Source: an optimization exercise on an open RTL-to-GDS flow (aim: small area, a short achievable clock period and few clock cycles). Production flows keep margins and buffers that such runs may drop. In this exercise RTL edits were held to simulation tests only and were not proved equivalent to the original. Power is estimated from default activity; no workload was simulated.

--- design.v ---
module ARM(
    input CLK,
    input Reset,
    input [31:0] Instr,
    input [31:0] ReadData,
    output MemWrite,
    output [31:0] PC,
    output [31:0] ALUResult,
    output [31:0] WriteData
);
    reg [31:0] pc_r;
    reg [31:0] ir;
    reg [3:0]  ra1, ra2;
    reg        id_valid;
    reg        ex_valid;
    reg [3:0]  ex_cond;
    reg        ex_ld, ex_st, ex_mul, ex_div, ex_b;
    reg [1:0]  ex_aluop;           
    reg        ex_fcv, ex_we;
    reg        ex_useimm;
    reg [7:0]  ex_imm8;
    reg [1:0]  ex_sh;              
    reg [4:0]  ex_shamt;           
    reg [4:0]  ex_rot;             
    reg [3:0]  ex_rd;
    reg [31:0] ex_A, ex_B;
    reg [31:0] ex_addr;            
    reg        fN, fZ, fC, fV;
    reg        m_busy;
    reg [4:0]  m_cnt;
    reg [31:0] rf [0:14];
    assign PC = pc_r;
    function cond_pass;
        input [3:0] c;
        input N, Z, C, V;
        begin
            case (c)
                4'b0000: cond_pass = Z;
                4'b0001: cond_pass = ~Z;
                4'b0010: cond_pass = C;
                4'b0011: cond_pass = ~C;
                4'b0100: cond_pass = N;
                4'b0101: cond_pass = ~N;
                4'b0110: cond_pass = V;
                4'b0111: cond_pass = ~V;
                4'b1000: cond_pass = ~Z & C;
                4'b1001: cond_pass = Z | ~C;
                4'b1010: cond_pass = ~(N ^ V);
                4'b1011: cond_pass = N ^ V;
                4'b1100: cond_pass = ~Z & ~(N ^ V);
                4'b1101: cond_pass = Z | (N ^ V);
                default: cond_pass = 1'b1;
            endcase
        end
    endfunction
    wire cond_ok = cond_pass(ex_cond, fN, fZ, fC, fV);
    wire ex_go = ex_valid & cond_ok;
    wire [31:0] r0 = ex_rot[4] ? {ex_B[15:0], ex_B[31:16]} : ex_B;
    wire [31:0] r1 = ex_rot[3] ? {r0[7:0], r0[31:8]} : r0;
    wire [31:0] r2 = ex_rot[2] ? {r1[3:0], r1[31:4]} : r1;
    wire [31:0] r3 = ex_rot[1] ? {r2[1:0], r2[31:2]} : r2;
    wire [31:0] rot = ex_rot[0] ? {r3[0], r3[31:1]} : r3;
    reg  [31:0] kill;
    integer i;
    always @(*) begin
        for (i = 0; i < 32; i = i + 1)
            kill[i] = ((ex_sh == 2'b00) & (i < ex_shamt)) |
                      (~ex_sh[1] & ex_sh[0] | ex_sh[1] & ~ex_sh[0]) & ((31 - i) < ex_shamt);
    end
    wire fill = (ex_sh == 2'b10) & ex_B[31];
    wire [31:0] sh_out = (rot & ~kill) | ({32{fill}} & kill);
    wire [31:0] srcB = ex_useimm ? {24'b0, ex_imm8} : sh_out;
    wire        sub  = ex_aluop[0];
    wire [32:0] sum  = {1'b0, ex_A} + {1'b0, sub ? ~srcB : srcB} + {32'b0, sub};
    reg  [31:0] alu_out;
    always @(*) begin
        case (ex_aluop)
            2'b10: alu_out = ex_A & srcB;
            2'b11: alu_out = ex_A | srcB;
            default: alu_out = sum[31:0];
        endcase
    end
    wire cout  = sum[32] ^ sub;
    wire aN    = sum[31];
    wire aZ    = ~|sum[31:0];
    wire aV    = (ex_A[31] ^ sum[31]) & ~(ex_A[31] ^ srcB[31] ^ sub);
    always @(posedge CLK) begin
        if (ex_go & ex_fcv) begin fN <= aN; fZ <= aZ; fC <= cout; fV <= aV; end
    end
    wire [31:0] m_P = m_busy ? ex_addr : 32'd0;
    wire [31:0] mul_res = m_P + (ex_B[0] ? ex_A : 32'd0)
                              + (ex_B[1] ? {ex_A[30:0], 1'b0} : 32'd0)
                              + (ex_B[2] ? {ex_A[29:0], 2'b0} : 32'd0)
                              + (ex_B[3] ? {ex_A[28:0], 3'b0} : 32'd0);
    wire mul_done = (ex_B[31:4] == 28'd0) | (ex_A[27:0] == 28'd0);
    function [5:0] clz32;
        input [31:0] x;
        reg [7:0] nz;
        reg [1:0] c [0:7];
        reg [2:0] f;
        integer k;
        begin
            for (k = 0; k < 8; k = k + 1) begin
                nz[k] = |x[4*k +: 4];
                c[k] = x[4*k+3] ? 2'd0 : x[4*k+2] ? 2'd1 : x[4*k+1] ? 2'd2 : 2'd3;
            end
            f = nz[7] ? 3'd0 : nz[6] ? 3'd1 : nz[5] ? 3'd2 : nz[4] ? 3'd3 :
                nz[3] ? 3'd4 : nz[2] ? 3'd5 : nz[1] ? 3'd6 : 3'd7;
            clz32 = (nz == 8'd0) ? 6'd32 : {1'b0, f, c[7 - f]};
        end
    endfunction
    wire [5:0] clzA = clz32(ex_A);
    wire [5:0] clzB = clz32(ex_B);
    wire       divB0 = (ex_B == 32'd0);
    wire       div_small = clzB < clzA;          
    wire [5:0] div_diff = clzB - clzA;
    wire       div_ge = ~cout;                    
    wire [31:0] div_q = {ex_addr[30:0], div_ge};
    wire       div_done = m_busy ? (m_cnt == 5'd0) : (divB0 | div_small);
    wire [31:0] div_res = m_busy ? div_q : {32{divB0}};
    wire m_done = ex_mul ? mul_done : div_done;
    wire stall_ex = ex_go & (ex_mul | ex_div) & ~m_done;
    assign ALUResult = ex_addr;
    assign WriteData = ex_B;
    assign MemWrite  = ex_go & ex_st;
    wire        wb_we = ex_go & ex_we & ~stall_ex;
    wire [31:0] md_res = ex_mul ? mul_res : div_res;
    wire [31:0] wb_d  = ex_ld ? ReadData : (ex_mul | ex_div) ? md_res : alu_out;
    always @(posedge CLK)
        if (wb_we) rf[ex_rd] <= wb_d;
    wire br_taken = ex_go & ex_b;
    wire       i_md  = ((Instr[27:25] == 3'b000) & (Instr[7:4] == 4'b1001) & (Instr[24:21] == 4'b0000)) |
                       ((Instr[27:20] == 8'b01111111) & (Instr[7:4] == 4'b1111));
    wire       i_st  = (Instr[27:26] == 2'b01) & ~Instr[20];
    wire [3:0] i_ra1 = i_md ? Instr[11:8] : Instr[19:16];
    wire [3:0] i_ra2 = i_st ? Instr[15:12] : Instr[3:0];
    wire [3:0] d_cond = ir[31:28];
    wire [1:0] d_op   = ir[27:26];
    wire       d_I    = ir[25];
    wire [3:0] d_cmd  = ir[24:21];
    wire       d_S    = ir[20];
    wire       d_mul  = (d_op == 2'b00) & ~d_I & (ir[7:4] == 4'b1001) & (d_cmd == 4'b0000);
    wire       d_dp   = (d_op == 2'b00) & ~d_mul;
    wire       d_div  = (d_op == 2'b01) & (ir[25:20] == 6'b111111) & (ir[7:4] == 4'b1111);
    wire       d_mem  = (d_op == 2'b01) & ~d_div;
    wire       d_ld   = d_mem & ir[20];
    wire       d_st   = d_mem & ~ir[20];
    wire       d_b    = (d_op == 2'b10);
    wire       d_md   = d_mul | d_div;
    wire [3:0] d_rd = d_md ? ir[19:16] : ir[15:12];
    reg [1:0] d_aluop;
    always @(*) begin
        case (d_cmd)
            4'b0000: d_aluop = 2'b10;
            4'b1100: d_aluop = 2'b11;
            4'b0010, 4'b1010: d_aluop = 2'b01;
            default: d_aluop = 2'b00;
        endcase
        if (d_div) d_aluop = 2'b01;
    end
    wire d_arith = (d_cmd == 4'b0100) | (d_cmd == 4'b0010) | (d_cmd == 4'b1010) | (d_cmd == 4'b1011);
    wire d_cmpn  = (d_cmd[3:1] == 3'b101);
    wire d_fcv = d_dp & d_S & d_arith;
    wire d_we  = (d_dp & ~d_cmpn) | d_ld | d_md;
    wire       d_shreg = d_dp & ~d_I;
    wire [4:0] d_shamt = d_shreg ? ir[11:7] : 5'd0;
    wire [1:0] d_sh    = d_shreg ? ir[6:5] : 2'b11;
    wire [4:0] d_rot   = (d_sh == 2'b00) ? (5'd0 - d_shamt) : d_shamt;
    wire [31:0] rf1 = rf[ra1];
    wire [31:0] rf2 = rf[ra2];
    wire [31:0] rd1 = (wb_we && ex_rd == ra1) ? wb_d : rf1;
    wire [31:0] rd2 = (wb_we && ex_rd == ra2) ? wb_d : rf2;
    wire [31:0] pc_plus4 = pc_r + 32'd4;
    wire [31:0] m_off = ir[23] ? {20'b0, ir[11:0]} : -{20'b0, ir[11:0]};
    wire [31:0] b_off = {{6{ir[23]}}, ir[23:0], 2'b00};
    wire [31:0] d_addr = d_b ? (pc_plus4 + b_off) : (rf1 + m_off);
    wire stall_id = id_valid & d_mem & ex_valid & ex_we & (ex_rd == ir[19:16]);
    wire id_bres  = id_valid & d_b & ~(ex_valid & ex_fcv) & ~stall_ex;
    wire id_btake = id_bres & cond_pass(d_cond, fN, fZ, fC, fV);
    always @(posedge CLK or posedge Reset) begin
        if (Reset) begin
            pc_r     <= 32'd0;
            id_valid <= 1'b0;
            ex_valid <= 1'b0;
            m_busy   <= 1'b0;
        end else begin
            m_busy <= stall_ex;
            if (br_taken) begin
                pc_r     <= ex_addr;
                id_valid <= 1'b0;
                ex_valid <= 1'b0;
            end else if (stall_ex) begin
            end else if (id_btake) begin
                pc_r     <= d_addr;
                id_valid <= 1'b0;
                ex_valid <= 1'b0;
            end else if (stall_id) begin
                ex_valid <= 1'b0;
            end else begin
                pc_r     <= pc_plus4;
                id_valid <= 1'b1;
                ex_valid <= id_valid;
            end
        end
    end
    always @(posedge CLK) begin
        if (~stall_ex & ~stall_id) begin
            ir  <= Instr;
            ra1 <= i_ra1;
            ra2 <= i_ra2;
        end
        if (stall_ex) begin
            if (ex_mul) begin
                ex_addr <= mul_res;
                ex_A    <= {ex_A[27:0], 4'b0};
                ex_B    <= {4'b0, ex_B[31:4]};
            end else if (~m_busy) begin
                ex_addr <= 32'd0;
                m_cnt   <= div_diff[4:0];
                ex_rot  <= 5'd0 - div_diff[4:0];    
            end else begin
                ex_addr <= div_q;
                m_cnt   <= m_cnt - 5'd1;
                if (div_ge) ex_A <= sum[31:0];
                ex_B    <= {1'b0, sh_out[31:1]};
                ex_rot  <= 5'd0;
            end
        end else begin
            ex_cond   <= d_cond;
            ex_ld     <= d_ld;
            ex_st     <= d_st;
            ex_mul    <= d_mul;
            ex_div    <= d_div;
            ex_b      <= d_b & ~id_bres;
            ex_aluop  <= d_aluop;
            ex_fcv    <= d_fcv;
            ex_we     <= d_we;
            ex_useimm <= d_I & d_dp;
            ex_imm8   <= ir[7:0];
            ex_sh     <= d_sh;
            ex_shamt  <= d_shamt;
            ex_rot    <= d_rot;
            ex_rd     <= d_rd;
            ex_A      <= rd1;
            ex_B      <= rd2;
            ex_addr   <= d_addr;
        end
    end
endmodule
--- run.sh ---
#!/bin/bash
# synth_recipe.tcl (not shown) runs the flow's synth.tcl, then flattens the netlist and writes it again
# the make line also repeats each setting of config.mk as NAME=value (left out here)
make -C /OpenROAD-flow-scripts/flow DESIGN_CONFIG=/design/flow/config.mk WORK_HOME=/design/flow/orfs CLKGATE_MAP_FILE= SYNTH_SCRIPT=/design/flow/synth_recipe.tcl finish
--- config.mk ---
export PLATFORM = sky130hd
export DESIGN_NAME = ARM
export DESIGN_NICKNAME = ARM
export VERILOG_FILES = /design/flow/design.v
export SDC_FILE = /design/flow/constraint.sdc
export NUM_CORES = 4
export LEC_CHECK = 0
export CAP_MARGIN = 20
export CORE_MARGIN = 2
export CORE_UTILIZATION = 35
export SETUP_SLACK_MARGIN = 0.8
export SLEW_MARGIN = 20
--- constraint.sdc ---
create_clock -name core_clock -period 14.0 [get_ports {CLK}]
set_input_delay 2.8000 -clock core_clock [delete_from_list [all_inputs] [get_ports {CLK}]]
set_output_delay 2.8000 -clock core_clock [all_outputs]
set_load 0.01 [all_outputs]
==> results of run 1 <==
## worst paths after layout
path | from | endpoint | slack, ns | cells past startpoint
hold / removal | ra2[3] | flop | 0.52 | 1
min in group asynchronous | Reset | pc_r[7] | 2.55 | 3
setup reg to reg | ex_rot[4] | rf[9][0] | 6.35 | 19
setup / recovery | ex_rot[4] | rf[9][0] | 6.35 | 19
max in group asynchronous | Reset | pc_r[25] | 11.09 | 3
hold reg to reg | ra2[3] | flop | 0.52 | 1
## state kept, by name (all words and copies together), names as in the netlist, 2 cells and up, named ones only
name / count
ir: 32
ex_rot: 5
rf: 480
ex_B: 32
ex_shamt: 5
ra1: 4
ex_sh: 2
ex_A: 32
ex_addr: 32
m_cnt: 5
ex_imm8: 8
ex_rd: 4
ra2: 4
pc_r: 32
ex_cond: 4
ex_aluop: 2
## placed cells by master (no fill, tap or decap), drive strengths merged, types with 29 or more instances in the layout
cell and n:
mux2 56, o211ai 32, nand3 62, nor2b 54, clkinv 38, a21oi 257, xor2 62, and2 130
nor4 30, mux2i 169, ha 138, clkbuf 102, o21ai 298, edfxtp 631, fa 92, nand2b 35
buf 110, nor3 63, inv 193, dfrtp 35, nor2 294, clkdlybuf4s50 162, xnor2 128, a211oi 46
nand2 378, a21o 77, mux4 289, a31oi 48, dfxtp 40, o21a 29
## per-stage QoR
stage	util [%]	setup slack [ns]	hold WS [ns]	cell area, µm²
after global placement	38.1	6.46	0.508	53000
final	40.0	6.35	0.523	55800
after global routing	40.0	5.96	0.543	55800
after detailed placement	38.1	6.55	0.511	53100
after CTS	40.0	6.53	0.525	55800
after floorplan	-	6.97	0.452	49100
## power breakdown
part | switching [mW] | internal (mW)
logic | 2.48 | 1.44
registers | 0.347 | 2.72
clock network | 0.928 | 1.26
## cells by family after synthesis
family / share of synthesized area, %
simple gates: 11.3
compound gates: 14.0
flops: 42.0
mux: 18.0
buf+inv: 3.60
fa+ha+maj: 7.67
xor+xnor: 3.39
## area by class of cell
| cell class | instances | area [µm²] | area share (%) |
|---|---|---|---|
| inverters | 191 | 719 | 1.29 |
| repair buffers | 272 | 2450 | 4.39 |
| clock buffers | 102 | 2200 | 3.94 |
| diodes | 4 | 10.0 | 0.0179 |
| clock inverters | 53 | 534 | 0.957 |
| well taps | 1876 | 2350 | 4.21 |
| multi-input cells | 3196 | 26900 | 48.2 |
| flip-flops and latches | 706 | 20600 | 37.0 |
## per-layer routing
layer / vias up / part of all wire [%] / GRT usage, %
met5: - / 0.14 / 0.652
met2: 2407 / 44 / 41.2
met1: 20043 / 39 / 36.2
li1: 16869 / - / -
met3: 525 / 11 / 7.00
met4: 18 / 5.6 / 13.2
## synth_stat cells, drive strengths merged (14+ instances only)
| cell type | count | area [µm²] |
|---|---|---|
| dfrtp | 35 | 876 |
| o211ai | 32 | 240 |
| nand2 | 378 | 1420 |
| xor2 | 62 | 543 |
| inv | 187 | 702 |
| nand3 | 62 | 310 |
| maj3 | 20 | 200 |
| o21a | 29 | 218 |
| or3 | 26 | 163 |
| nor2 | 294 | 1110 |
| xnor2 | 128 | 1120 |
| mux2 | 56 | 631 |
| a21oi | 257 | 1290 |
| o31ai | 25 | 188 |
| ha | 138 | 1730 |
| o22ai | 22 | 138 |
| and2 | 130 | 813 |
| nand4 | 17 | 106 |
| a222oi | 14 | 140 |
| mux4 | 289 | 6510 |
| o21ai | 298 | 1500 |
| edfxtp | 631 | 18900 |
| nor3 | 63 | 315 |
| a221o | 19 | 190 |
| a22oi | 22 | 165 |
| nor2b | 54 | 338 |
| dfxtp | 40 | 801 |
| nand2b | 35 | 219 |
| nor4 | 30 | 194 |
| a31oi | 48 | 300 |
| o21bai | 16 | 120 |
| a221oi | 25 | 219 |
| a211oi | 46 | 345 |
| o221ai | 17 | 149 |
| mux2i | 169 | 1690 |
| clkbuf | 222 | 833 |
| and3 | 26 | 163 |
| a21o | 77 | 578 |
| fa | 92 | 1840 |
| a22o | 16 | 140 |
| buf | 54 | 219 |
==> flow_summary.html, run 1 <==
<table>
<tr><th>Metric</th><th>Value</th></tr>
<tr><th colspan="2">Logic synthesis</th></tr>
<tr><td>Dominant register cell in the synthesized netlist</td><td>edfxtp_1</td></tr>
<tr><td>EDFF count, synth</td><td>between 600 and 700</td></tr>
<tr><td>Instance count of the mapped netlist</td><td>between 4000 and 5000</td></tr>
<tr><td>Async SR Flop Fraction</td><td>4.96%</td></tr>
<tr><td>Nets in the synthesized netlist</td><td>about 4700</td></tr>
<tr><td>Average instance area after synthesis</td><td>~11 µm²</td></tr>
<tr><td>Synth Warn #</td><td>3</td></tr>
<tr><td>Syn Std Cell Area</td><td>roughly 49000 µm²</td></tr>
<tr><td>Proportion of synthesized chip area in sequential cells</td><td>42.0%</td></tr>
<tr><td>Number of different library cells in the post-synthesis netlist</td><td>82</td></tr>
<tr><td>Register bit total from synthesis</td><td>between 700 and 800</td></tr>
<tr><th colspan="2">Placed design</th></tr>
<tr><td>Count of buffers inserted at the top-level ports</td><td>162</td></tr>
<tr><td>Routability-driven placement congestion ratio</td><td>between 1 and 1.5</td></tr>
<tr><td>Number of instances in the placed design</td><td>approximately 6200</td></tr>
<tr><td>Detailed-placement wirelength estimate</td><td>144000 µm</td></tr>
<tr><th colspan="2">STA</th></tr>
<tr><td>Min cycle time layout</td><td>between 7 and 8 ns</td></tr>
<tr><td>Final-layout setup total negative slack</td><td>0 ns</td></tr>
<tr><td>Final max-slew violation count</td><td>0</td></tr>
<tr><td>Share of the clock period used by the worst path after layout</td><td>54.7%</td></tr>
<tr><td>Worst rel slew slack</td><td>around a tenth</td></tr>
<tr><td>Number of failing setup endpoints in the final timing report</td><td>0</td></tr>
<tr><td>RSZ-0062 raised after global routing</td><td>false</td></tr>
<tr><td>Transition time of the tightest slew-check pin</td><td>1.33 ns</td></tr>
<tr><td>Clock Skew</td><td>about 0.032 ns</td></tr>
<tr><td>Final-report hold violation count</td><td>0</td></tr>
<tr><td>Achievable Freq</td><td>between 0.1 and 0.15 GHz</td></tr>
<tr><th colspan="2">CTS</th></tr>
<tr><td>TritonCTS clock tree</td><td>done</td></tr>
<tr><td>Clock buffer depth</td><td>3</td></tr>
<tr><td>Sink Count</td><td>about 710</td></tr>
<tr><td>Inserted Clock Buffers</td><td>a little over 80</td></tr>
<tr><td>Clock slew seen by the registers of the worst setup and hold paths</td><td>0.06 ns</td></tr>
<tr><td>Clock latency at the later pin of the worst-skew pair</td><td>0.70 ns</td></tr>
<tr><td>Hold Buf Count CTS</td><td>0</td></tr>
<tr><td>Number of gates resized after cts</td><td>0</td></tr>
<tr><td>CTS Root Cell</td><td>clkbuf_16</td></tr>
<tr><td>Maximum level of the CTS H-tree</td><td>3</td></tr>
<tr><td>Setup repair bufs after CTS</td><td>0</td></tr>
<tr><th colspan="2">Route</th></tr>
<tr><td>Number of DRC markers in iteration 0</td><td>around 6000</td></tr>
<tr><td>Residual antenna-violating net count after detailed routing</td><td>0</td></tr>
<tr><td>Overall via count from detail_route</td><td>about 40000</td></tr>
<tr><td>Number of detailed-route iterations in the first pass</td><td>8</td></tr>
<tr><td>Detailed-route wire length per cell</td><td>roughly 31 µm</td></tr>
<tr><td>Routed WL</td><td>slightly below 200000 µm</td></tr>
<tr><td>Drc violations</td><td>0</td></tr>
<tr><td>Via density per instance</td><td>6.23</td></tr>
<tr><th colspan="2">Final layout</th></tr>
<tr><td>Layout overhead on the synthesized area</td><td>13.6%</td></tr>
<tr><td>Share of cells above drive strength 1</td><td>14.2%</td></tr>
<tr><td>Number of filler cells placed in the layout</td><td>between 10000 and 15000</td></tr>
<tr><td>Nets</td><td>~4700</td></tr>
<tr><td>Non-filler instance count after layout</td><td>6400</td></tr>
<tr><th colspan="2">Floorplanning</th></tr>
<tr><td>Starting density of the core</td><td>a little over a third</td></tr>
<tr><td>Core region area</td><td>about 140000 µm²</td></tr>
<tr><td>Floorplan die area</td><td>approximately 140000 µm²</td></tr>
<tr><td>Horizontal extent of the die</td><td>379 µm</td></tr>
<tr><td>Number of placement rows</td><td>approximately 140</td></tr>
<tr><td>Overall die height</td><td>~380 µm</td></tr>
<tr><td>Number of ports placed on the die boundary</td><td>roughly 160</td></tr>
<tr><th colspan="2">Critical path</th></tr>
<tr><td>Element type at the critical path start</td><td>flop</td></tr>
<tr><td>Kind of capture point of the worst setup path</td><td>flop</td></tr>
<tr><td>CP Max Fanout</td><td>between 40 and 50</td></tr>
<tr><td>Arrival time worst endpoint</td><td>between 8 and 9 ns</td></tr>
<tr><td>Most common cell type on the critical path</td><td>o21ai_0</td></tr>
<tr><td>Critical path cell sequence</td><td>buf_4 -&gt; mux4_2 -&gt; mux2_2 -&gt; mux4_2 -&gt; mux2i_1 -&gt; o21ai_0 -&gt; xnor2_1 -&gt; ha_1 -&gt; o21ai_0 -&gt; o21ai_0 -&gt; a31oi_1 -&gt; a211oi_1 -&gt; o211ai_1 -&gt; a2111o_1 -&gt; a21boi_0 -&gt; a311oi_1 -&gt; xnor2_1 -&gt; a21oi_1 -&gt; nor2_1</td></tr>
<tr><td>Worst path buffer plus inverter count</td><td>1</td></tr>
<tr><td>Critical path class</td><td>reg2reg</td></tr>
<tr><td>Required time reported for the critical path endpoint</td><td>14.36 ns</td></tr>
<tr><td>Cell family with the largest share of critical-path delay</td><td>compound AO/OA/AOI/OAI gates</td></tr>
<tr><td>Crit-path slowest cell</td><td>nor2_1</td></tr>
<tr><td>Peak per-stage delay on the critical path</td><td>between 0.7 and 0.8 ns</td></tr>
<tr><th colspan="2">GRT</th></tr>
<tr><td>Largest net degree at the start of global routing</td><td>73</td></tr>
<tr><td>Global-route wire length before repair</td><td>~280000 µm</td></tr>
<tr><td>Antenna violations before repair</td><td>12</td></tr>
<tr><td>Number of global-route vias before repair</td><td>~38000</td></tr>
<tr><td>Total Routing Usage GR</td><td>approximately 27%</td></tr>
<tr><td>Residual overflow from global routing</td><td>0</td></tr>
<tr><th colspan="2">Status</th></tr>
<tr><td>Status</td><td>timing/DRC/antenna clean</td></tr>
<tr><th colspan="2">Power and ir drop</th></tr>
<tr><td>Total power per unit cell area</td><td>between 150 and 200 nW/µm²</td></tr>
<tr><td>Leakage</td><td>~20 nW</td></tr>
<tr><td>Worst vdd ir</td><td>between 0.1 and 0.15 mV</td></tr>
<tr><td>Total power draw</td><td>between 9 and 10 mW</td></tr>
<tr><th colspan="2">Job</th></tr>
<tr><td>Count of max-cap constraint violations</td><td>0</td></tr>
<tr><th colspan="2">Hold path</th></tr>
<tr><td>Worst min path class</td><td>reg2reg</td></tr>
</table>
Testbench counts, summed over its fixed seeds: cycles 19,950.
==> run 2: changes to the inputs <==
==> flow/run.sh (new file) <==
#!/bin/bash
set -euo pipefail
cd "$(dirname "$0")/.."
bash standard.sh SETUP_SLACK_MARGIN=8 finish > flow_standard.log 2>&1
==> standard.sh (new file) <==
#!/bin/bash
# synth_recipe.tcl (not shown) runs the flow's synth.tcl, then flattens the netlist and writes it again
# the make line also repeats each setting of config.mk as NAME=value (left out here)
make -C /OpenROAD-flow-scripts/flow DESIGN_CONFIG=/design/flow/config.mk WORK_HOME=/design/flow/orfs CLKGATE_MAP_FILE= SYNTH_SCRIPT=/design/flow/synth_recipe.tcl "${@:-finish}"
--- a/config.mk
+++ b/config.mk
@@ -9,4 +9,3 @@
 export CORE_MARGIN = 2
 export CORE_UTILIZATION = 35
-export SETUP_SLACK_MARGIN = 0.8
 export SLEW_MARGIN = 20
removed: run.sh
==> flow_summary.html, run 2 <==
<table>
<tr><th>Metric</th><th>Value</th></tr>
<tr><th colspan="2">Route</th></tr>
<tr><td>Via density per instance</td><td>6.22</td></tr>
<tr><td>Number of DRC markers in iteration 0</td><td>between 5000 and 6000</td></tr>
<tr><td>Drc violations</td><td>0</td></tr>
<tr><td>Number of detailed-route iterations in the first pass</td><td>8</td></tr>
<tr><td>Residual antenna-violating net count after detailed routing</td><td>0</td></tr>
<tr><td>Overall via count from detail_route</td><td>a little over 40000</td></tr>
<tr><td>Routed WL</td><td>between 200000 and 250000 µm</td></tr>
<tr><td>Detailed-route wire length per cell</td><td>approximately 32 µm</td></tr>
<tr><th colspan="2">Final layout</th></tr>
<tr><td>Number of filler cells placed in the layout</td><td>approximately 13000</td></tr>
<tr><td>Share of cells above drive strength 1</td><td>a little over a fifth</td></tr>
<tr><td>Nets</td><td>4914</td></tr>
<tr><td>Finished layout cell area</td><td>58900 µm²</td></tr>
<tr><td>Number of flip-flops in the largest register</td><td>480</td></tr>
<tr><td>Most used cells in the layout excluding fill and tap cells</td><td>edfxtp_1, nand2_1, mux4_2</td></tr>
<tr><td>Layout overhead on the synthesized area</td><td>19.8%</td></tr>
<tr><td>Most flops, register</td><td>rf</td></tr>
<tr><td>Commonest non-fill, non-tap cell in the layout</td><td>edfxtp_1</td></tr>
<tr><td>Non-filler instance count after layout</td><td>6566</td></tr>
<tr><th colspan="2">Logic synthesis</th></tr>
<tr><td>Most instantiated library cell after synthesis</td><td>edfxtp_1</td></tr>
<tr><td>Cell taking the most area after synthesis</td><td>edfxtp_1</td></tr>
<tr><td>Synth Warn #</td><td>3</td></tr>
<tr><td>Register bit total from synthesis</td><td>slightly above 700</td></tr>
<tr><td>Proportion of synthesized chip area in sequential cells</td><td>42.0%</td></tr>
<tr><td>Nets in the synthesized netlist</td><td>approximately 4700</td></tr>
<tr><td>EDFF count, synth</td><td>around 630</td></tr>
<tr><td>Average instance area after synthesis</td><td>~11 µm²</td></tr>
<tr><td>Largest cells by area after synthesis</td><td>edfxtp_1, mux4_2, fa_1, ha_1, mux2i_1</td></tr>
<tr><td>Fraction of post-synthesis cell area in the top cell type by area</td><td>roughly two fifths</td></tr>
<tr><td>Syn Std Cell Area</td><td>roughly 49000 µm²</td></tr>
<tr><td>Commonest cells in the synthesized netlist</td><td>edfxtp_1, nand2_1, o21ai_0</td></tr>
<tr><td>Async SR Flop Fraction</td><td>approximately 5.0%</td></tr>
<tr><td>Dominant register cell in the synthesized netlist</td><td>edfxtp_1</td></tr>
<tr><td>Number of different library cells in the post-synthesis netlist</td><td>82</td></tr>
<tr><td>Instance count of the mapped netlist</td><td>about 4400</td></tr>
<tr><th colspan="2">STA</th></tr>
<tr><td>Achievable Freq</td><td>around 0.16 GHz</td></tr>
<tr><td>Worst rel slew slack</td><td>23.5%</td></tr>
<tr><td>Transition time of the tightest slew-check pin</td><td>roughly 1.1 ns</td></tr>
<tr><td>Final-layout setup total negative slack</td><td>0 ns</td></tr>
<tr><td>Final max-slew violation count</td><td>0</td></tr>
<tr><td>Final worst hold slack</td><td>between 0.5 and 0.6 ns</td></tr>
<tr><td>Number of failing setup endpoints in the final timing report</td><td>0</td></tr>
<tr><td>Min cycle time layout</td><td>between 6 and 7 ns</td></tr>
<tr><td>Final-report hold violation count</td><td>0</td></tr>
<tr><td>RSZ-0062 raised after global routing</td><td>true</td></tr>
<tr><td>Share of the clock period used by the worst path after layout</td><td>a little over two fifths</td></tr>
<tr><td>Clock Skew</td><td>around 0.037 ns</td></tr>
<tr><th colspan="2">CTS</th></tr>
<tr><td>Clock slew seen by the registers of the worst setup and hold paths</td><td>0.06 ns</td></tr>
<tr><td>TritonCTS clock tree</td><td>done</td></tr>
<tr><td>Inserted Clock Buffers</td><td>just over 80</td></tr>
<tr><td>CTS Root Cell</td><td>clkbuf_16</td></tr>
<tr><td>Hold Buf Count CTS</td><td>0</td></tr>
<tr><td>Clock latency at the later pin of the worst-skew pair</td><td>0.68 ns</td></tr>
<tr><td>Sink Count</td><td>~710</td></tr>
<tr><td>Clock buffer depth</td><td>3</td></tr>
<tr><td>Maximum level of the CTS H-tree</td><td>3</td></tr>
<tr><th colspan="2">Critical path</th></tr>
<tr><td>Element type at the critical path start</td><td>flop</td></tr>
<tr><td>Critical path class</td><td>reg2reg</td></tr>
<tr><td>Crit-path slowest cell</td><td>or4_1</td></tr>
<tr><td>Arrival time worst endpoint</td><td>around 6.6 ns</td></tr>
<tr><td>Critical path cell sequence</td><td>buf_4 -&gt; mux4_2 -&gt; mux2_2 -&gt; mux2i_1 -&gt; mux2i_1 -&gt; mux2i_2 -&gt; nor2_2 -&gt; xnor2_2 -&gt; ha_4 -&gt; nand4_1 -&gt; or3_1 -&gt; a211oi_2 -&gt; nor2_1 -&gt; xnor2_2 -&gt; or4_1 -&gt; or4_4 -&gt; or4_4 -&gt; nor4_4</td></tr>
<tr><td>CP Max Fanout</td><td>12</td></tr>
<tr><td>Kind of capture point of the worst setup path</td><td>flop</td></tr>
<tr><td>Peak per-stage delay on the critical path</td><td>between 0.5 and 0.6 ns</td></tr>
<tr><td>Required time reported for the critical path endpoint</td><td>between 10 and 15 ns</td></tr>
<tr><th colspan="2">Power and ir drop</th></tr>
<tr><td>Worst vdd ir</td><td>0.110 mV</td></tr>
<tr><td>Cell-internal power</td><td>5.61 mW</td></tr>
<tr><td>Total power draw</td><td>between 9 and 10 mW</td></tr>
<tr><td>NetSw</td><td>between 3 and 4 mW</td></tr>
<tr><td>Total power per unit cell area</td><td>approximately 160 nW/µm²</td></tr>
<tr><td>Sequential Power Share</td><td>between 30% and 40%</td></tr>
<tr><td>Clock network power share</td><td>between 20% and 30%</td></tr>
<tr><td>Logic gate share of total power</td><td>between 40% and 50%</td></tr>
<tr><td>Leakage</td><td>roughly 21 nW</td></tr>
<tr><td>Net Sw Frac</td><td>a little over 40%</td></tr>
<tr><th colspan="2">Floorplanning</th></tr>
<tr><td>Horizontal extent of the die</td><td>roughly 380 µm</td></tr>
<tr><td>Starting density of the core</td><td>between 30% and 40%</td></tr>
<tr><td>Core region area</td><td>between 100000 and 150000 µm²</td></tr>
<tr><td>Floorplan die area</td><td>143000 µm²</td></tr>
<tr><td>Number of placement rows</td><td>between 100 and 150</td></tr>
<tr><td>Overall die height</td><td>approximately 380 µm</td></tr>
<tr><td>Number of ports placed on the die boundary</td><td>~160</td></tr>
<tr><th colspan="2">Placed design</th></tr>
<tr><td>Count of buffers inserted at the top-level ports</td><td>about 160</td></tr>
<tr><td>Detailed-placement wirelength estimate</td><td>roughly 140000 µm</td></tr>
<tr><td>Number of instances in the placed design</td><td>just over 6000</td></tr>
<tr><td>Routability-driven placement congestion ratio</td><td>just over 1</td></tr>
<tr><td>Cell area after placement</td><td>about 53000 µm²</td></tr>
<tr><th colspan="2">GRT</th></tr>
<tr><td>Number of global-route vias before repair</td><td>between 30000 and 40000</td></tr>
<tr><td>Residual overflow from global routing</td><td>0</td></tr>
<tr><td>Antenna violations before repair</td><td>7</td></tr>
<tr><td>Largest net degree at the start of global routing</td><td>around 120</td></tr>
<tr><td>Global-route wire length before repair</td><td>288000 µm</td></tr>
<tr><td>Total Routing Usage GR</td><td>28.1%</td></tr>
<tr><th colspan="2">Status</th></tr>
<tr><td>Status</td><td>timing/DRC/antenna clean</td></tr>
<tr><th colspan="2">Hold path</th></tr>
<tr><td>Worst min path class</td><td>reg2reg</td></tr>
<tr><th colspan="2">Job</th></tr>
<tr><td>Count of max-cap constraint violations</td><td>0</td></tr>
</table>
[run 2: worst max-delay path, delay by kind of cell, from the launching register on]
kind,cells,cell delay [ns]
and+or+nand+nor,8,2.63
muxes,5,1.46
DFF,1,0.56
adders and majority gates,1,0.40
xor gates and xnor gates,2,0.39
AOI/OAI and AO/OA,1,0.23
buffers and inverters,1,0.22
[run 2: final cells by class]
class / instances / area, µm² / area share, %
inverter: 191 / 746 / 1.27
timing repair buffer: 437 / 4370 / 7.43
clock buffer: 101 / 2110 / 3.59
sequential: 706 / 20600 / 35.1
antenna: 9 / 22.5 / 0.0383
multi-input combinational: 3199 / 28100 / 47.8
tap: 1876 / 2350 / 3.99
timing repair inverter: 2 / 16.3 / 0.0276
clock inverter: 45 / 444 / 0.755
[run 2: cells by family (layout without fill, tap and decap cells)]
kind of cell             Yosys count  count (layout)  share of synthesized area, %
AO/OA/AOI/OAI                   1072            1072                          14.0
XOR/XNOR                         190             190                          3.39
adder cells (fa/ha/maj)          250             250                          7.67
buffers and inverters            467             776                          3.60
flip-flops                       706             706                          42.0
multiplexers                     514             514                          18.0
other                              0               9                             0
AND/OR/NAND/NOR                 1170            1173                          11.3
[run 2: power groups by stage]
stage          Combinational [mW]  Clock, mW  Sequential, mW
2_1_floorplan                2.33          0            2.94
3_3_place_gp                 3.75          0            3.09
3_5_place_dp                 3.77          0            3.09
4_1_cts                      4.07       2.11            3.02
5_1_grt                      4.67       2.18            3.03
6_report                     4.43       2.09            3.03
[run 2: metrics by stage]
stage | worst slack, ns | utilization [%]
after floorplan | 8.01 | -
after global placement | 6.44 | 38.1
after detailed placement | 6.42 | 38.1
after CTS | 7.97 | 41.4
after global routing | 7.75 | 42.2
final | 7.90 | 42.2
[run 2: per-layer routing]
layer  share of wire [%]  global-route usage (%)
met3                  11                    7.39
met4                 5.8                    13.2
met1                  39                    37.1
met5               0.011                       0
met2                  44                    42.9
[run 2: worst paths after layout]
check,startpoint,to,slack [ns],cells after the start
max,ex_B[23],fZ,7.90,18
min,ir[30],ex_cond[2],0.52,0
max reg2reg,ex_B[23],fZ,7.90,18
min reg2reg,ir[30],ex_cond[2],0.52,0
max in group asynchronous,Reset,m_busy,11.06,3
min in group asynchronous,Reset,pc_r[7],2.56,3
[run 2: repair_timing]
action	in CTS	in global routing
setup endpoints to repair	1101	1026
pin swaps	31	62
gates cloned	12	8
setup buffers	108	46
resized for setup	193	166
==> run 3: changes to the inputs <==
--- a/design.v
+++ b/design.v
@@ -12,4 +12,5 @@
     reg [31:0] ir;
     reg [3:0]  ra1, ra2;
+    reg [14:0] oh1, oh2;           
     reg        id_valid;
     reg        ex_valid;
@@ -83,10 +84,13 @@
     wire cout  = sum[32] ^ sub;
     wire aN    = sum[31];
-    wire aZ    = ~|sum[31:0];
+    wire [31:0] z_x = sub ? ~srcB : srcB;
+    wire [31:0] z_p = ex_A ^ z_x;
+    wire [31:0] z_k = {ex_A[30:0] | z_x[30:0], sub};
+    wire aZ    = ~|(z_p ^ z_k);
     wire aV    = (ex_A[31] ^ sum[31]) & ~(ex_A[31] ^ srcB[31] ^ sub);
     always @(posedge CLK) begin
         if (ex_go & ex_fcv) begin fN <= aN; fZ <= aZ; fC <= cout; fV <= aV; end
     end
-    wire [31:0] m_P = m_busy ? ex_addr : 32'd0;
+    wire [31:0] m_P = m_busy ? ex_addr : 32'd0;    
     wire [31:0] mul_res = m_P + (ex_B[0] ? ex_A : 32'd0)
                               + (ex_B[1] ? {ex_A[30:0], 1'b0} : 32'd0)
@@ -113,5 +117,17 @@
     wire [5:0] clzB = clz32(ex_B);
     wire       divB0 = (ex_B == 32'd0);
-    wire       div_small = clzB < clzA;          
+    function [31:0] smear;
+        input [31:0] x;
+        reg [31:0] t;
+        begin
+            t = x | (x >> 1);
+            t = t | (t >> 2);
+            t = t | (t >> 4);
+            t = t | (t >> 8);
+            smear = t | (t >> 16);
+        end
+    endfunction
+    wire [31:0] smA = smear(ex_A);
+    wire       div_small = |(ex_B & ~smA);        
     wire [5:0] div_diff = clzB - clzA;
     wire       div_ge = ~cout;                    
@@ -119,5 +135,6 @@
     wire       div_done = m_busy ? (m_cnt == 5'd0) : (divB0 | div_small);
     wire [31:0] div_res = m_busy ? div_q : {32{divB0}};
-    wire m_done = ex_mul ? mul_done : div_done;
+    wire mul_swap = ~m_busy & ~mul_done & (|(ex_B & ~{smA[27:0], 4'hF}));
+    wire m_done = ex_mul ? (mul_done & ~mul_swap) : div_done;
     wire stall_ex = ex_go & (ex_mul | ex_div) & ~m_done;
     assign ALUResult = ex_addr;
@@ -135,4 +152,12 @@
     wire [3:0] i_ra1 = i_md ? Instr[11:8] : Instr[19:16];
     wire [3:0] i_ra2 = i_st ? Instr[15:12] : Instr[3:0];
+    function [14:0] onehot15;
+        input [3:0] a;
+        integer k;
+        begin
+            for (k = 0; k < 15; k = k + 1)
+                onehot15[k] = (a == k);
+        end
+    endfunction
     wire [3:0] d_cond = ir[31:28];
     wire [1:0] d_op   = ir[27:26];
@@ -167,6 +192,14 @@
     wire [1:0] d_sh    = d_shreg ? ir[6:5] : 2'b11;
     wire [4:0] d_rot   = (d_sh == 2'b00) ? (5'd0 - d_shamt) : d_shamt;
-    wire [31:0] rf1 = rf[ra1];
-    wire [31:0] rf2 = rf[ra2];
+    reg [31:0] rf1, rf2;
+    integer j;
+    always @(*) begin
+        rf1 = 32'd0;
+        rf2 = 32'd0;
+        for (j = 0; j < 15; j = j + 1) begin
+            rf1 = rf1 | (rf[j] & {32{oh1[j]}});
+            rf2 = rf2 | (rf[j] & {32{oh2[j]}});
+        end
+    end
     wire [31:0] rd1 = (wb_we && ex_rd == ra1) ? wb_d : rf1;
     wire [31:0] rd2 = (wb_we && ex_rd == ra2) ? wb_d : rf2;
@@ -174,5 +207,7 @@
     wire [31:0] m_off = ir[23] ? {20'b0, ir[11:0]} : -{20'b0, ir[11:0]};
     wire [31:0] b_off = {{6{ir[23]}}, ir[23:0], 2'b00};
-    wire [31:0] d_addr = d_b ? (pc_plus4 + b_off) : (rf1 + m_off);
+    wire [31:0] a_base = d_b ? pc_plus4 : rf1;
+    wire [31:0] a_off  = d_b ? b_off : m_off;
+    wire [31:0] d_addr = a_base + a_off;
     wire stall_id = id_valid & d_mem & ex_valid & ex_we & (ex_rd == ir[19:16]);
     wire id_bres  = id_valid & d_b & ~(ex_valid & ex_fcv) & ~stall_ex;
@@ -209,7 +244,13 @@
             ra1 <= i_ra1;
             ra2 <= i_ra2;
+            oh1 <= onehot15(i_ra1);
+            oh2 <= onehot15(i_ra2);
         end
         if (stall_ex) begin
-            if (ex_mul) begin
+            if (ex_mul & mul_swap) begin
+                ex_addr <= 32'd0;
+                ex_A    <= ex_B;
+                ex_B    <= ex_A;
+            end else if (ex_mul) begin
                 ex_addr <= mul_res;
                 ex_A    <= {ex_A[27:0], 4'b0};
--- a/config.mk
+++ b/config.mk
@@ -6,6 +6,7 @@
 export NUM_CORES = 4
 export LEC_CHECK = 0
+export ABC_AREA = 1
 export CAP_MARGIN = 20
 export CORE_MARGIN = 2
-export CORE_UTILIZATION = 35
+export CORE_UTILIZATION = 55
 export SLEW_MARGIN = 20
==> flow_summary.html, run 3 <==
<table>
<tr><th>Metric</th><th>Value</th></tr>
<tr><th colspan="2">Critical path</th></tr>
<tr><td>CP Max Fanout</td><td>17</td></tr>
<tr><td>Kind of capture point of the worst setup path</td><td>flop</td></tr>
<tr><td>Worst r2r path cells</td><td>20</td></tr>
<tr><td>Required time reported for the critical path endpoint</td><td>about 14 ns</td></tr>
<tr><td>Critical path class</td><td>reg2reg</td></tr>
<tr><td>Element type at the critical path start</td><td>flop</td></tr>
<tr><td>Endpoint of the most critical register-to-register path</td><td>ex_A[14]</td></tr>
<tr><td>Launching point of the worst reg2reg path</td><td>ex_B[31]</td></tr>
<tr><td>Worst setup path startpoint</td><td>ex_B[31]</td></tr>
<tr><td>Register-to-register path setup slack</td><td>approximately 8 ns</td></tr>
<tr><td>Arrival time worst endpoint</td><td>around 6.4 ns</td></tr>
<tr><th colspan="2">Job</th></tr>
<tr><td>Count of max-cap constraint violations</td><td>0</td></tr>
<tr><th colspan="2">Route</th></tr>
<tr><td>Via density per instance</td><td>around 6.6</td></tr>
<tr><td>Detailed-route wire length per cell</td><td>roughly 30 µm</td></tr>
<tr><td>Overall via count from detail_route</td><td>between 40000 and 50000</td></tr>
<tr><td>Residual antenna-violating net count after detailed routing</td><td>0</td></tr>
<tr><td>Number of DRC markers in iteration 0</td><td>~8200</td></tr>
<tr><td>Number of detailed-route iterations in the first pass</td><td>26</td></tr>
<tr><td>Routed WL</td><td>219000 µm</td></tr>
<tr><td>Drc violations</td><td>0</td></tr>
<tr><th colspan="2">Logic synthesis</th></tr>
<tr><td>Instance count of the mapped netlist</td><td>between 5000 and 6000</td></tr>
<tr><td>Register bit total from synthesis</td><td>between 700 and 800</td></tr>
<tr><td>Largest cells by area after synthesis</td><td>edfxtp_1, nand2_1, inv_1, fa_1, nand3_1</td></tr>
<tr><td>Cell taking the most area after synthesis</td><td>edfxtp_1</td></tr>
<tr><td>Proportion of synthesized chip area in sequential cells</td><td>a little over two fifths</td></tr>
<tr><td>Dominant register cell in the synthesized netlist</td><td>edfxtp_1</td></tr>
<tr><td>Fraction of post-synthesis cell area in the top cell type by area</td><td>~40%</td></tr>
<tr><td>Average instance area after synthesis</td><td>around 8.2 µm²</td></tr>
<tr><td>Async SR Flop Fraction</td><td>4.81%</td></tr>
<tr><td>Commonest cells in the synthesized netlist</td><td>nand2_1, edfxtp_1, inv_1</td></tr>
<tr><td>Number of different library cells in the post-synthesis netlist</td><td>82</td></tr>
<tr><td>Nets in the synthesized netlist</td><td>6277</td></tr>
<tr><td>Syn Std Cell Area</td><td>49100 µm²</td></tr>
<tr><td>Most instantiated library cell after synthesis</td><td>nand2_1</td></tr>
<tr><td>Synth Warn #</td><td>3</td></tr>
<tr><td>EDFF count, synth</td><td>approximately 660</td></tr>
<tr><th colspan="2">Placed design</th></tr>
<tr><td>Routability-driven placement congestion ratio</td><td>approximately 1.1</td></tr>
<tr><td>Count of buffers inserted at the top-level ports</td><td>between 150 and 200</td></tr>
<tr><td>Worst Setup Slack post-DPL</td><td>7.22 ns</td></tr>
<tr><td>Detailed-placement wirelength estimate</td><td>155000 µm</td></tr>
<tr><th colspan="2">CTS</th></tr>
<tr><td>TritonCTS clock tree</td><td>done</td></tr>
<tr><td>Hold Buf Count CTS</td><td>0</td></tr>
<tr><td>Clock latency at the later pin of the worst-skew pair</td><td>about 0.65 ns</td></tr>
<tr><td>Maximum level of the CTS H-tree</td><td>3</td></tr>
<tr><td>Inserted Clock Buffers</td><td>73</td></tr>
<tr><td>Clock buffer depth</td><td>3</td></tr>
<tr><td>Sink Count</td><td>between 700 and 800</td></tr>
<tr><td>Clock slew seen by the registers of the worst setup and hold paths</td><td>approximately 0.070 ns</td></tr>
<tr><td>CTS Root Cell</td><td>clkbuf_16</td></tr>
<tr><th colspan="2">STA</th></tr>
<tr><td>Achievable Freq</td><td>approximately 0.17 GHz</td></tr>
<tr><td>Min cycle time layout</td><td>5.97 ns</td></tr>
<tr><td>Clock Skew</td><td>slightly below 0.03 ns</td></tr>
<tr><td>Number of failing setup endpoints in the final timing report</td><td>0</td></tr>
<tr><td>Transition time of the tightest slew-check pin</td><td>~1.3 ns</td></tr>
<tr><td>Worst rel slew slack</td><td>between 10% and 20%</td></tr>
<tr><td>Worst-case setup margin in the final layout</td><td>about 8.0 ns</td></tr>
<tr><td>Final max-slew violation count</td><td>0</td></tr>
<tr><td>Share of the clock period used by the worst path after layout</td><td>between 40% and 50%</td></tr>
<tr><td>Final-report hold violation count</td><td>0</td></tr>
<tr><td>Final-layout setup total negative slack</td><td>0 ns</td></tr>
<tr><td>RSZ-0062 raised after global routing</td><td>true</td></tr>
<tr><th colspan="2">Final layout</th></tr>
<tr><td>Most flops, register</td><td>rf</td></tr>
<tr><td>Nets</td><td>between 6000 and 7000</td></tr>
<tr><td>Layout overhead on the synthesized area</td><td>11.6%</td></tr>
<tr><td>Number of filler cells placed in the layout</td><td>~7700</td></tr>
<tr><td>Number of flip-flops in the largest register</td><td>480</td></tr>
<tr><td>Most used cells in the layout excluding fill and tap cells</td><td>nand2_1, edfxtp_1, inv_1</td></tr>
<tr><td>Share of cells above drive strength 1</td><td>about 7.6%</td></tr>
<tr><td>Commonest non-fill, non-tap cell in the layout</td><td>nand2_1</td></tr>
<tr><td>Final core utilization</td><td>62.0%</td></tr>
<tr><th colspan="2">Floorplanning</th></tr>
<tr><td>Starting density of the core</td><td>between 50% and 60%</td></tr>
<tr><td>Overall die height</td><td>between 300 and 400 µm</td></tr>
<tr><td>Horizontal extent of the die</td><td>about 300 µm</td></tr>
<tr><td>Floorplan die area</td><td>91800 µm²</td></tr>
<tr><td>Number of ports placed on the die boundary</td><td>about 160</td></tr>
<tr><td>Number of placement rows</td><td>between 100 and 150</td></tr>
<tr><td>Core region area</td><td>between 80000 and 90000 µm²</td></tr>
<tr><th colspan="2">GRT</th></tr>
<tr><td>Global-route wire length before repair</td><td>309000 µm</td></tr>
<tr><td>Antenna violations before repair</td><td>11</td></tr>
<tr><td>Largest net degree at the start of global routing</td><td>~70</td></tr>
<tr><td>Total Routing Usage GR</td><td>a little under half</td></tr>
<tr><td>Residual overflow from global routing</td><td>0</td></tr>
<tr><td>Number of global-route vias before repair</td><td>around 45000</td></tr>
<tr><th colspan="2">Hold path</th></tr>
<tr><td>Worst hold stages</td><td>0</td></tr>
<tr><td>Worst min path class</td><td>reg2reg</td></tr>
<tr><td>Worst Min Path Start</td><td>ir[3]</td></tr>
<tr><td>Hold Path Sink</td><td>ex_imm8[3]</td></tr>
<tr><th colspan="2">Power and ir drop</th></tr>
<tr><td>Total power per unit cell area</td><td>roughly 170 nW/µm²</td></tr>
<tr><td>Total power draw</td><td>just over 9 mW</td></tr>
<tr><td>Worst vdd ir</td><td>0.144 mV</td></tr>
<tr><td>Leakage</td><td>approximately 23 nW</td></tr>
<tr><th colspan="2">Status</th></tr>
<tr><td>Status</td><td>timing/DRC/antenna clean</td></tr>
</table>
[run 3: cell families after synthesis]
logic type	after synthesis	synth area share, %
XOR/XNOR	158	2.82
flip-flops	728	43.5
buffers and inverters	975	7.84
AND/OR/NAND/NOR	2663	23.0
AO/OA/AOI/OAI	1217	15.4
multiplexers	12	0.244
adder cells (fa/ha/maj)	229	7.22
[run 3: cell type report]
cell class                 instances  area, µm²  share of cell area, %
timing repair buffer             315       2870                   5.23
multi-input combinational       4279      24300                   44.3
sequential                       728      21400                   38.9
inverter                         664       2560                   4.67
clock buffer                      88       1970                   3.58
antenna                            7       17.5                 0.0319
timing repair inverter             4       25.0                 0.0456
clock inverter                    42        308                  0.561
tap                             1165       1460                   2.66
[run 3: worst max-delay path by stage]
stage / slack (ns) / end / cells past startpoint
2_1_floorplan: 8.42 / ex_valid / 17
3_3_place_gp: 7.31 / rf[0][22] / 26
3_5_place_dp: 7.22 / ex_A[14] / 26
4_1_cts: 8.00 / ex_B[24] / 23
5_1_grt: 7.90 / ex_A[22] / 27
6_report: 8.03 / ex_A[14] / 20
[run 3: metal layers]
layer	global-route usage (%)	part of all wire [%]	vias up
met5	0	0.037	-
met4	34.0	8.8	12
met3	13.8	14	964
met2	69.7	42	4028
met1	59.1	35	22607
li1	-	-	20739
[run 3: critical path, stage by stage, from the launching register on]
cell and delay [ns]:
edfxtp_1 0.69, nand2_2 0.42, clkinvlp_4 0.39, o21ai_0 0.70, o21ai_1 0.19, or2_1 0.27, nand2_1 0.17, ha_1 0.36
a21oi_1 0.20, o21ai_2 0.11, a21boi_2 0.30, o21ai_4 0.13, a21oi_2 0.24, xor2_1 0.47, nand2_1 0.11, nand2_1 0.08
o21ai_1 0.07, o21ai_0 0.19, inv_2 0.26, o21ai_0 0.23, o21ai_0 0.11
[run 3: metrics by stage]
step / std cells / hold slack (ns) / instance area [µm²]
2_1_floorplan: 5982 / 0.444 / 49100
3_3_place_gp: 7125 / 0.514 / 52000
3_5_place_dp: 7125 / 0.501 / 52000
4_1_cts: 7265 / 0.521 / 54400
5_1_grt: 7285 / 0.548 / 54900
6_report: 7292 / 0.539 / 54900
[run 3: timing repair]
item                                    4_1_cts  5_1_grt
resized for setup                            25       81
cloned                                        1        3
pin swaps                                     0        4
setup buffers                                 9       16
endpoints found under the setup margin      350      368
[run 3: power breakdown]
part           leakage [nW]  internal [mW]  switching, mW
clock network          1.11           1.05          0.870
registers              7.00           2.84          0.295
logic                  14.8           1.26           2.90
Testbench counts of run 3, summed over its fixed seeds: cycles 19,626.
==> run 4: changes to the inputs <==
--- a/design.v
+++ b/design.v
@@ -19,9 +19,4 @@
     reg [1:0]  ex_aluop;           
     reg        ex_fcv, ex_we;
-    reg        ex_useimm;
-    reg [7:0]  ex_imm8;
-    reg [1:0]  ex_sh;              
-    reg [4:0]  ex_shamt;           
-    reg [4:0]  ex_rot;             
     reg [3:0]  ex_rd;
     reg [31:0] ex_A, ex_B;
@@ -30,4 +25,6 @@
     reg        m_busy;
     reg [4:0]  m_cnt;
+    reg        m_norm;             
+    reg [4:0]  m_rot;              
     reg [31:0] rf [0:14];
     assign PC = pc_r;
@@ -57,19 +54,5 @@
     wire cond_ok = cond_pass(ex_cond, fN, fZ, fC, fV);
     wire ex_go = ex_valid & cond_ok;
-    wire [31:0] r0 = ex_rot[4] ? {ex_B[15:0], ex_B[31:16]} : ex_B;
-    wire [31:0] r1 = ex_rot[3] ? {r0[7:0], r0[31:8]} : r0;
-    wire [31:0] r2 = ex_rot[2] ? {r1[3:0], r1[31:4]} : r1;
-    wire [31:0] r3 = ex_rot[1] ? {r2[1:0], r2[31:2]} : r2;
-    wire [31:0] rot = ex_rot[0] ? {r3[0], r3[31:1]} : r3;
-    reg  [31:0] kill;
-    integer i;
-    always @(*) begin
-        for (i = 0; i < 32; i = i + 1)
-            kill[i] = ((ex_sh == 2'b00) & (i < ex_shamt)) |
-                      (~ex_sh[1] & ex_sh[0] | ex_sh[1] & ~ex_sh[0]) & ((31 - i) < ex_shamt);
-    end
-    wire fill = (ex_sh == 2'b10) & ex_B[31];
-    wire [31:0] sh_out = (rot & ~kill) | ({32{fill}} & kill);
-    wire [31:0] srcB = ex_useimm ? {24'b0, ex_imm8} : sh_out;
+    wire [31:0] srcB = ex_B;
     wire        sub  = ex_aluop[0];
     wire [32:0] sum  = {1'b0, ex_A} + {1'b0, sub ? ~srcB : srcB} + {32'b0, sub};
@@ -133,5 +116,5 @@
     wire       div_ge = ~cout;                    
     wire [31:0] div_q = {ex_addr[30:0], div_ge};
-    wire       div_done = m_busy ? (m_cnt == 5'd0) : (divB0 | div_small);
+    wire       div_done = m_busy ? (~m_norm & (m_cnt == 5'd0)) : (divB0 | div_small);
     wire [31:0] div_res = m_busy ? div_q : {32{divB0}};
     wire mul_swap = ~m_busy & ~mul_done & (|(ex_B & ~{smA[27:0], 4'hF}));
@@ -151,5 +134,6 @@
     wire       i_st  = (Instr[27:26] == 2'b01) & ~Instr[20];
     wire [3:0] i_ra1 = i_md ? Instr[11:8] : Instr[19:16];
-    wire [3:0] i_ra2 = i_st ? Instr[15:12] : Instr[3:0];
+    wire       i_dpimm = (Instr[27:25] == 3'b001);
+    wire [3:0] i_ra2 = i_st ? Instr[15:12] : i_dpimm ? 4'd15 : Instr[3:0];
     function [14:0] onehot15;
         input [3:0] a;
@@ -202,6 +186,23 @@
         end
     end
+    wire [31:0] s_in  = m_norm ? ex_B : rf2;
+    wire [4:0]  s_rot = m_norm ? m_rot : d_rot;
+    wire [31:0] r0 = s_rot[4] ? {s_in[15:0], s_in[31:16]} : s_in;
+    wire [31:0] r1 = s_rot[3] ? {r0[7:0], r0[31:8]} : r0;
+    wire [31:0] r2 = s_rot[2] ? {r1[3:0], r1[31:4]} : r1;
+    wire [31:0] r3 = s_rot[1] ? {r2[1:0], r2[31:2]} : r2;
+    wire [31:0] rot = s_rot[0] ? {r3[0], r3[31:1]} : r3;
+    reg  [31:0] kill;
+    integer i;
+    always @(*) begin
+        for (i = 0; i < 32; i = i + 1)
+            kill[i] = ~m_norm & (((d_sh == 2'b00) & (i < d_shamt)) |
+                      (~d_sh[1] & d_sh[0] | d_sh[1] & ~d_sh[0]) & ((31 - i) < d_shamt));
+    end
+    wire fill = (d_sh == 2'b10) & s_in[31];
+    wire [31:0] sh_out = (rot & ~kill) | ({32{fill}} & kill);
+    wire [31:0] d_opB  = sh_out | ((d_I & d_dp) ? {24'b0, ir[7:0]} : 32'd0);
     wire [31:0] rd1 = (wb_we && ex_rd == ra1) ? wb_d : rf1;
-    wire [31:0] rd2 = (wb_we && ex_rd == ra2) ? wb_d : rf2;
+    wire [31:0] rd2 = (wb_we && ex_rd == ra2) ? wb_d : d_opB;
     wire [31:0] pc_plus4 = pc_r + 32'd4;
     wire [31:0] m_off = ir[23] ? {20'b0, ir[11:0]} : -{20'b0, ir[11:0]};
@@ -210,5 +211,7 @@
     wire [31:0] a_off  = d_b ? b_off : m_off;
     wire [31:0] d_addr = a_base + a_off;
-    wire stall_id = id_valid & d_mem & ex_valid & ex_we & (ex_rd == ir[19:16]);
+    wire stall_id = id_valid & ex_valid & ex_we &
+                    ((d_mem & (ex_rd == ir[19:16])) |
+                     (d_shreg & (d_shamt != 5'd0) & (ex_rd == ra2)));
     wire id_bres  = id_valid & d_b & ~(ex_valid & ex_fcv) & ~stall_ex;
     wire id_btake = id_bres & cond_pass(d_cond, fN, fZ, fC, fV);
@@ -219,6 +222,8 @@
             ex_valid <= 1'b0;
             m_busy   <= 1'b0;
+            m_norm   <= 1'b0;
         end else begin
             m_busy <= stall_ex;
+            m_norm <= stall_ex & ex_div & ~m_busy;
             if (br_taken) begin
                 pc_r     <= ex_addr;
@@ -259,11 +264,12 @@
                 ex_addr <= 32'd0;
                 m_cnt   <= div_diff[4:0];
-                ex_rot  <= 5'd0 - div_diff[4:0];    
+                m_rot   <= 5'd0 - div_diff[4:0];    
+            end else if (m_norm) begin
+                ex_B    <= sh_out;
             end else begin
                 ex_addr <= div_q;
                 m_cnt   <= m_cnt - 5'd1;
                 if (div_ge) ex_A <= sum[31:0];
-                ex_B    <= {1'b0, sh_out[31:1]};
-                ex_rot  <= 5'd0;
+                ex_B    <= {1'b0, ex_B[31:1]};
             end
         end else begin
@@ -277,9 +283,4 @@
             ex_fcv    <= d_fcv;
             ex_we     <= d_we;
-            ex_useimm <= d_I & d_dp;
-            ex_imm8   <= ir[7:0];
-            ex_sh     <= d_sh;
-            ex_shamt  <= d_shamt;
-            ex_rot    <= d_rot;
             ex_rd     <= d_rd;
             ex_A      <= rd1;
==> flow/run.sh (replaced) <==
#!/bin/bash
set -euo pipefail
cd "$(dirname "$0")/.."
bash standard.sh SETUP_SLACK_MARGIN=9 finish > flow_standard.log 2>&1
==> flow_summary.html, run 4 <==
<table>
<tr><th>Metric</th><th>Value</th></tr>
<tr><th colspan="2">Status</th></tr>
<tr><td>Status</td><td>timing/DRC/antenna clean</td></tr>
<tr><th colspan="2">Route</th></tr>
<tr><td>Number of detailed-route iterations in the first pass</td><td>7</td></tr>
<tr><td>Overall via count from detail_route</td><td>between 50000 and 60000</td></tr>
<tr><td>Wire length on met1</td><td>slightly above 80000 µm</td></tr>
<tr><td>Routed WL</td><td>roughly 240000 µm</td></tr>
<tr><td>Met2 wirelength from detailed routing</td><td>between 100000 and 150000 µm</td></tr>
<tr><td>Via density per instance</td><td>roughly 6.5</td></tr>
<tr><td>Residual antenna-violating net count after detailed routing</td><td>0</td></tr>
<tr><td>Drc violations</td><td>0</td></tr>
<tr><td>Detailed route wirelength on metal3</td><td>roughly 38000 µm</td></tr>
<tr><td>Detailed-route wire length per cell</td><td>29.7 µm</td></tr>
<tr><td>Number of DRC markers in iteration 0</td><td>between 10000 and 15000</td></tr>
<tr><td>Highest Signal Layer</td><td>met5</td></tr>
<tr><th colspan="2">Power and ir drop</th></tr>
<tr><td>Leakage</td><td>about 26 nW</td></tr>
<tr><td>Total power per unit cell area</td><td>178 nW/µm²</td></tr>
<tr><td>Total power draw</td><td>10.7 mW</td></tr>
<tr><td>Worst vdd ir</td><td>around 0.13 mV</td></tr>
<tr><th colspan="2">Floorplanning</th></tr>
<tr><td>Floorplan die area</td><td>about 96000 µm²</td></tr>
<tr><td>Horizontal extent of the die</td><td>between 300 and 400 µm</td></tr>
<tr><td>Core region area</td><td>92900 µm²</td></tr>
<tr><td>Number of placement rows</td><td>around 110</td></tr>
<tr><td>Starting density of the core</td><td>55.3%</td></tr>
<tr><td>Overall die height</td><td>~310 µm</td></tr>
<tr><td>Number of ports placed on the die boundary</td><td>163</td></tr>
<tr><th colspan="2">Critical path</th></tr>
<tr><td>Kind of capture point of the worst setup path</td><td>flop</td></tr>
<tr><td>Critical path class</td><td>reg2reg</td></tr>
<tr><td>Required time reported for the critical path endpoint</td><td>roughly 15 ns</td></tr>
<tr><td>Arrival time worst endpoint</td><td>between 5 and 6 ns</td></tr>
<tr><td>Element type at the critical path start</td><td>flop</td></tr>
<tr><td>CP Max Fanout</td><td>slightly above 50</td></tr>
<tr><th colspan="2">CTS</th></tr>
<tr><td>Clock buffer depth</td><td>3</td></tr>
<tr><td>CTS Root Cell</td><td>clkbuf_16</td></tr>
<tr><td>Clock latency at the later pin of the worst-skew pair</td><td>between 0.6 and 0.7 ns</td></tr>
<tr><td>Inserted Clock Buffers</td><td>76</td></tr>
<tr><td>Sink Count</td><td>between 700 and 800</td></tr>
<tr><td>Clock slew seen by the registers of the worst setup and hold paths</td><td>approximately 0.06 ns</td></tr>
<tr><td>Maximum level of the CTS H-tree</td><td>3</td></tr>
<tr><td>TritonCTS clock tree</td><td>done</td></tr>
<tr><th colspan="2">STA</th></tr>
<tr><td>Share of the clock period used by the worst path after layout</td><td>a little under two fifths</td></tr>
<tr><td>Min cycle time layout</td><td>between 5 and 6 ns</td></tr>
<tr><td>Final-layout setup total negative slack</td><td>0 ns</td></tr>
<tr><td>Number of failing setup endpoints in the final timing report</td><td>0</td></tr>
<tr><td>Worst rel slew slack</td><td>between 15 and 20%</td></tr>
<tr><td>RSZ-0062 raised after global routing</td><td>true</td></tr>
<tr><td>Clock Skew</td><td>between 0.03 and 0.04 ns</td></tr>
<tr><td>Worst-case setup margin in the final layout</td><td>8.85 ns</td></tr>
<tr><td>Achievable Freq</td><td>a little under 0.2 GHz</td></tr>
<tr><td>Final-report hold violation count</td><td>0</td></tr>
<tr><td>Final max-slew violation count</td><td>0</td></tr>
<tr><td>Transition time of the tightest slew-check pin</td><td>1.25 ns</td></tr>
<tr><td>Final worst hold slack</td><td>between 0.4 and 0.5 ns</td></tr>
<tr><th colspan="2">Logic synthesis</th></tr>
<tr><td>Average instance area after synthesis</td><td>about 7.6 µm²</td></tr>
<tr><td>Cell taking the most area after synthesis</td><td>edfxtp_1</td></tr>
<tr><td>Most instantiated library cell after synthesis</td><td>nand2_1</td></tr>
<tr><td>Async SR Flop Fraction</td><td>~5.0%</td></tr>
<tr><td>Largest cells by area after synthesis</td><td>edfxtp_1, nand2_1, nand3_1, inv_1, nor2_1</td></tr>
<tr><td>EDFF count, synth</td><td>roughly 680</td></tr>
<tr><td>Synth Warn #</td><td>3</td></tr>
<tr><td>Nets in the synthesized netlist</td><td>roughly 7000</td></tr>
<tr><td>Instance count of the mapped netlist</td><td>6730</td></tr>
<tr><td>Number of different library cells in the post-synthesis netlist</td><td>73</td></tr>
<tr><td>Register bit total from synthesis</td><td>~710</td></tr>
<tr><td>Syn Std Cell Area</td><td>just over 50000 µm²</td></tr>
<tr><td>Commonest cells in the synthesized netlist</td><td>nand2_1, inv_1, edfxtp_1</td></tr>
<tr><td>Fraction of post-synthesis cell area in the top cell type by area</td><td>39.6%</td></tr>
<tr><td>Proportion of synthesized chip area in sequential cells</td><td>between 40% and 50%</td></tr>
<tr><td>Dominant register cell in the synthesized netlist</td><td>edfxtp_1</td></tr>
<tr><th colspan="2">Final layout</th></tr>
<tr><td>Final core utilization</td><td>between 60% and 70%</td></tr>
<tr><td>Finished layout cell area</td><td>between 60000 and 70000 µm²</td></tr>
<tr><td>Non-filler instance count after layout</td><td>slightly above 8000</td></tr>
<tr><td>Most flops, register</td><td>rf</td></tr>
<tr><td>Commonest non-fill, non-tap cell in the layout</td><td>nand2_1</td></tr>
<tr><td>Most used cells in the layout excluding fill and tap cells</td><td>nand2_1, edfxtp_1, inv_1</td></tr>
<tr><td>Share of cells above drive strength 1</td><td>roughly an eighth</td></tr>
<tr><td>Nets</td><td>slightly above 7000</td></tr>
<tr><td>Number of flip-flops in the largest register</td><td>480</td></tr>
<tr><td>Layout overhead on the synthesized area</td><td>17.1%</td></tr>
<tr><th colspan="2">GRT</th></tr>
<tr><td>Antenna violations before repair</td><td>15</td></tr>
<tr><td>Number of global-route vias before repair</td><td>between 40000 and 50000</td></tr>
<tr><td>Total Routing Usage GR</td><td>49.8%</td></tr>
<tr><td>Residual overflow from global routing</td><td>0</td></tr>
<tr><td>Largest net degree at the start of global routing</td><td>81</td></tr>
<tr><td>Global-route wire length before repair</td><td>341000 µm</td></tr>
<tr><th colspan="2">Placed design</th></tr>
<tr><td>Number of instances in the placed design</td><td>a little under 8000</td></tr>
<tr><td>Count of buffers inserted at the top-level ports</td><td>between 150 and 200</td></tr>
<tr><td>Routability-driven placement congestion ratio</td><td>1.09</td></tr>
<tr><td>Worst Setup Slack post-DPL</td><td>7.93 ns</td></tr>
<tr><td>Detailed-placement wirelength estimate</td><td>between 150000 and 200000 µm</td></tr>
<tr><td>Cell area after placement</td><td>about 54000 µm²</td></tr>
<tr><th colspan="2">Job</th></tr>
<tr><td>Count of max-cap constraint violations</td><td>0</td></tr>
<tr><th colspan="2">Hold path</th></tr>
<tr><td>Worst min path class</td><td>reg2reg</td></tr>
</table>
==> run 4: kinds of logic after synthesis <==
group           count (synthesis)  synth area share (%)
xor+xnor                      148                  2.52
flops                         713                  41.3
compound gates                994                  11.6
mux                             6                 0.122
buf+inv                      1043                  7.92
simple gates                 3595                  29.6
fa+ha+maj                     231                  6.95
==> run 4: power breakdown <==
part	internal (mW)	switching, mW
Sequential	2.84	0.371
Clock	1.09	0.887
Combinational	1.88	3.64
==> run 4: final timing paths <==
kind                       slack, ns     start  cells past startpoint          end
hold reg to reg                 0.48    ir[30]                      0   ex_cond[2]
max in group asynchronous      10.98     Reset                      3       m_busy
hold / removal                  0.48    ir[30]                      0   ex_cond[2]
min in group asynchronous       2.58     Reset                      3     pc_r[17]
setup reg to reg                8.85  ex_A[24]                     19  ex_addr[24]
setup / recovery                8.85  ex_A[24]                     19  ex_addr[24]
==> run 4: timing repair <==
item	in CTS	in global routing
resized for setup	216	347
gates cloned	13	5
buffers inserted	63	75
pin swaps	19	137
endpoints found under the setup margin	531	996
hold buffers	0	0
==> run 4: metal layers <==
metal	track usage [%]	vias up
met5	0	-
met3	16.0	1302
met1	61.0	24802
met4	40.5	14
li1	-	22968
met2	71.8	4700
==> run 4: worst max-delay path: stages (launching register included) <==
cell and delay [ns]:
edfxtp_1 0.71, clkinvlp_4 0.44, nand2_1 0.15, nor2_1 0.07
nand2_1 0.25, nor2_1 0.18, nand2_1 0.09, nand2_1 0.07
nor2_1 0.12, nand2_1 0.08, nor2_1 0.24, nand3_1 0.24
nand2_2 0.14, nand2_4 0.27, inv_4 0.47, buf_6 0.50
nand2_4 0.24, clkinvlp_4 0.34, nand3_1 0.23, o21ai_0 0.12
==> run 4: cell type report <==
class	instances	area, µm²
Sequential cell	713	21200
Timing Repair inverter	11	77.6
Tap cell	1254	1570
Fill cell	8053	32700
Inverter	725	2830
Timing Repair Buffer	423	4060
Multi-Input combinational cell	4974	28000
Clock inverter	36	314
Clock buffer	97	2030
Antenna cell	6	15.0
Testbench counts of run 4, summed over its fixed seeds: cycles 20,099.

==> afterwards: timing with drivers on the ports <==
Ports are ideal in the flow. The routed layouts listed here were re-timed in OpenROAD.
Step 1 assumes that a clkbuf_16 drives the clock port and a buf_2 every other input.
Step 2 also shifts input and output timing later by t, the mid clock arrival at the registers, as if the neighbouring blocks saw the same clock.
Slacks: no drivers / after step 1 / after step 2; pairs: no drivers / after step 1.
run	shift t [ns]	setup WS [ns]	hold WS [ns]	worst register clock-pin slew, ns
run 1	0.755	6.347 / 6.347 / 6.347	0.523 / 0.523 / 0.523	0.07 / 0.07
run 2	0.738	7.897 / 7.897 / 7.897	0.518 / 0.518 / 0.518	0.07 / 0.07
run 3	0.698	8.034 / 8.034 / 8.034	0.539 / 0.539 / 0.539	0.08 / 0.08
run 4	0.730	8.847 / 8.794 / 8.525	0.483 / 0.483 / 0.483	0.07 / 0.07
After both steps every run listed still meets setup and hold. The setup slack of run 4, which loses most, moves by -0.053 ns with the drivers and by -0.322 ns with both steps.
